From an optimization exercise on the open Yosys and OpenROAD flow, aimed at small area; shortcuts taken in it are not production practice. Function was checked by simulation only, so behaviour that the tests miss may differ from the original. Power figures rest on the tool's default switching activity, not on a simulated workload.

## flow/config.mk

```make
export PLATFORM = sky130hd
export DESIGN_NAME = goertzel
export DESIGN_NICKNAME = goertzel
export VERILOG_FILES = /design/flow/design.v
export SDC_FILE = /design/flow/constraint.sdc
export NUM_CORES = 4
export LEC_CHECK = 0
export CAP_MARGIN = 20
export CORE_MARGIN = 2
export CORE_UTILIZATION = 35
export SLEW_MARGIN = 20
```

## flow/constraint.sdc

```tcl
create_clock -name core_clock -period 40.0 [get_ports {clk}]
set_input_delay 8.0000 -clock core_clock [delete_from_list [all_inputs] [get_ports {clk}]]
set_output_delay 8.0000 -clock core_clock [all_outputs]
set_load 0.01 [all_outputs]
```

## flow/design.v

```verilog
module goertzel
#(
	parameter [31:0] bin_coeff = 32'd16413441
)
(
    input clk,
    input reset,
    input advance_in,
    input logic signed [23:0] input_sig,
    output logic signed [63:0] power,
    output logic advance
);
logic signed [63:0] v_1;
logic signed [63:0] v_2;
logic signed [63:0] input_sig_64;
logic signed [63:0] bin_coeff_64;
logic padding_flag;
logic [10-1:0] signal_counter;
always_ff @ (posedge clk) begin
    if (reset) begin
    input_sig_64 <= 0;
    padding_flag <= 0;
    advance <= 0;
    v_1 <= 0;
    v_2 <= 0;
    power <= 0;
    signal_counter = 0;
    end
    else if (advance_in) begin
    if (input_sig < 0)
        input_sig_64 <= {40'b1111111111111111111111111111111111111111, input_sig};
    else
        input_sig_64 <= {40'b0, input_sig};
    padding_flag <= 1;
    if (padding_flag) begin
        advance <= 0;
        v_1 <= input_sig_64 + bin_coeff_64*v_1/8388608 - v_2;
        v_2 <= v_1;
        if (signal_counter == 1024-1) begin
            power <= v_1*v_1/8388608 + v_2*v_2/8388608 - (v_1*v_2)/(8388608)*bin_coeff_64/8388608;
            v_1 <= 0;
            v_2 <= 0;
            advance <=1;
        end
        signal_counter = signal_counter + 1;
    end
end
end
assign bin_coeff_64 = {32'b0, bin_coeff};
endmodule
```

## flow/run.sh

```bash
#!/bin/bash
# synth_recipe.tcl (not shown) runs the flow's synth.tcl, then flattens the netlist and writes it again
# the make line also repeats each setting of config.mk as NAME=value (left out here)
make -C /OpenROAD-flow-scripts/flow DESIGN_CONFIG=/design/flow/config.mk WORK_HOME=/design/flow/orfs CLKGATE_MAP_FILE= SYNTH_SCRIPT=/design/flow/synth_recipe.tcl finish
```

==> notes.md <==
[worst paths after layout]
check / start / to / slack, ps / depth (start not counted)
hold / removal: power[58]$_SDFFE_PP0P_ / power[58]$_SDFFE_PP0P_ / 440 / 2
setup reg to reg: v_1[7]$_SDFFE_PP0P_ / power[45]$_SDFFE_PP0P_ / 12340 / 79
setup / recovery: v_1[7]$_SDFFE_PP0P_ / power[45]$_SDFFE_PP0P_ / 12340 / 79
hold reg to reg: power[58]$_SDFFE_PP0P_ / power[58]$_SDFFE_PP0P_ / 440 / 2
[worst register-to-register path, delay by kind of cell (launching register included)]
kind | cells | cell delay (ps)
XOR/XNOR | 3 | 1460
flip-flops | 1 | 1050
AND/OR/NAND/NOR | 11 | 3160
buffers and inverters | 10 | 1990
AO/OA/AOI/OAI | 30 | 9610
adder cells (fa/ha/maj) | 25 | 10250
[power by group]
group | switching [mW] | total, mW | internal, mW
clock network | 0.177 | 0.380 | 0.203
logic | 11.5 | 17.8 | 6.25
registers | 0.0936 | 0.343 | 0.250
total | 11.8 | 18.5 | 6.70
[registers in the layout (all words and copies together), names as in the netlist]
name and cells:
padding_flag 1, advance 1, input_sig_64 24, v_2 64, power 64, v_1 64, signal_counter 10
[synth_stat cells (205+ instances only)]
cell | count | area share (%)
a21oi_1 | 386 | 0.87
nand2_1 | 2644 | 4.5
xnor2_1 | 525 | 2.1
dfxtp_1 | 228 | 2.1
fa_1 | 6193 | 56
xor2_1 | 205 | 0.81
a21o_1 | 260 | 0.88
clkbuf_1 | 731 | 1.2
and2_1 | 224 | 0.63
nor2_1 | 1918 | 3.3
ha_1 | 2015 | 11
inv_1 | 6863 | 12
[cell type report]
| class | count | area [um^2] | share of cell area (%) |
|---|---|---|---|
| clock inverter | 24 | 268 | 0.115 |
| multi-input combinational | 15629 | 187000 | 80.1 |
| timing repair buffer | 483 | 3930 | 1.68 |
| sequential | 228 | 4800 | 2.06 |
| antenna | 33 | 82.6 | 0.0354 |
| clock buffer | 44 | 1030 | 0.443 |
| tap | 8350 | 10400 | 4.48 |
| inverter | 6921 | 26000 | 11.1 |
[per-layer routing]
| metal | up-vias | share of wire, % | global-route usage [%] |
|---|---|---|---|
| met4 | 46 | 8.3 | 16.7 |
| li1 | 67217 | - | - |
| met2 | 8936 | 44 | 41.0 |
| met1 | 85590 | 37 | 33.5 |
| met3 | 2222 | 11 | 7.05 |
| met5 | - | 0.037 | 0 |
[cell families after synthesis]
family,share of synthesized area (%)
buffers and inverters,13.4
DFF,2.07
adders and majority gates,67.6
AOI/OAI and AO/OA,4.15
muxes,0.136
xor gates and xnor gates,2.94
and+or+nand+nor,9.76
[through the flow]
stage | hold slack, ps | instances | utilization, %
after floorplan | 454 | 23730 | -
after global placement | 430 | 31610 | 36.9
after detailed placement | 441 | 31611 | 36.9
after CTS | 449 | 31679 | 37.1
after global routing | 465 | 31680 | 37.1
final | 443 | 31712 | 37.1
==> key figures <==
Logic synthesis
  • Asr flop ratio synth: 0%
  • Yosys warns: 1
  • Primary FF master, synth: dfxtp_1
  • Register area share after synthesis: 2.07%
  • Cells after synthesis: 23,730
  • EDFF count, synth: 0
  • Flops & latches, synth: 228
  • Netlist Area Pre-Place: 221,000 um^2
  • Syn Nets: 31,965
  • Synth cell types: 100
  • Post-synthesis area per instance: 9.31 um^2

Worst setup path
  • Slowest stage cell, crit path: clkinv_2
  • Crit path top cell by count: fa_1
  • CP peak stage delay: 1160 ps
  • Crit-path max FO: 35
  • Kind of critical path: register to register
  • CP Data Required Time: 40,600 ps
  • Delay-heaviest family, CP: adder cells
  • Buf+Inv Stages, Crit Path: 10
  • Worst setup EP type: register
  • Critical path arrival: 28,260 ps
  • Crit path launch type: register

GRT
  • Initial antenna violation count: 78
  • Global-route wire length before repair: 1,230,000 um
  • All-layer global routing usage: 26.7%
  • Largest net degree at the start of global routing: 83
  • Vias in the first global route: 179,005
  • Total gr overflow: 0

Die
  • Io pins: 92
  • Die height: 798 um
  • Starting density of the core: 35.1%
  • Num rows: 291
  • Die Wd: 798 um
  • Core ar.: 628,000 um^2
  • Die ar.: 637,000 um^2

Clock tree
  • Number of H-tree levels: 2
  • CTS clock-pin slew for the worst setup and hold paths: 70 ps
  • CTS resizes: 0
  • Clk buf depth: 3
  • CTS Buf Count: 38
  • Clock latency (worst-skew pair): 780 ps
  • CTS tree: done
  • CTS root buf: clkbuf_16
  • Hold-fix buffers, CTS: 0
  • Clk sinks: 228
  • Setup bufs post-CTS: 0

Routing
  • Drt via density: 5.17
  • DR pass1 iterations: 7
  • Final wirelength: 838,000 um
  • 1st-iter DRT viols: 15,943
  • Post-DR wirelength/cell: 26.4 um
  • Vias after detailed routing: 164,011
  • Drt drc: 0
  • Routed Antenna Nets: 0

Worst hold path
  • Worst hold path class: register to register

Power
  • P per Cell Area: 79.2 nW/um^2
  • Static Leak: 129 nW
  • Design Power: 18.5 mW
  • Max VDD drop: 0.000397 V

Final layout
  • Final net count: 31,536
  • Share of layout cells above drive strength 1: 3.07%
  • Commonest non-fill, non-tap cell in the layout: inv_1
  • Fillers: 63,806
  • Final cell area excluding filler cells: 233,000 um^2
  • Layout overhead on the synthesized area: 5.67%
  • Most frequent cells in the layout: 6,836 x inv_1, 6,193 x fa_1, 2,643 x nand2_1

STA
  • Crit share post-route: 69.2%
  • Slew Limit Fails: 0
  • Endpoints failing hold: 0
  • Unrepaired setup endpoints after global routing: no
  • Worst-margin pin slew: 1310 ps
  • Worst Skew: 115 ps
  • Final min period: 27,660 ps
  • Final Setup Violations: 0
  • Max Fclk: 36.1 MHz
  • Worst slew margin: 12.6%
  • PnR worst setup slack: 12,340 ps
  • Setup TNS: 0 ps

Placement
  • IO buf count: 91
  • GPL Wtd Cong: 0.991
  • Hpwl dp: 681,000 um
  • Setup WS pre-CTS: 13,220 ps
  • DP Area: 232,000 um^2

Outcome
  • Status: complete, no violations

Job
  • Max Cap Viol: 0

-- re-timing with driven ports --
In the flow no input, the clock included, has a driving cell. The finished layout below was timed again as built, in two steps. Step 1 assumes that a clkbuf_16 drives the clock port and a buf_2 every other input. Step 2, shift: input delay + t, output delay - t, t = (earliest + latest rising clock arrival at the registers) / 2. This alone moves slack from input paths to output paths. a / b / c = ideal ports / drivers / drivers and shift; a / b = the first two.
shift t [ns]: 0.851
slack for setup (ns): 12.335 / 12.335 / 12.335
pins driven straight from the clock port: 1
After both steps this run still meets setup and hold. For this run, drivers alone change the setup slack by 0.000 ns; drivers and shift together by 0.000 ns.
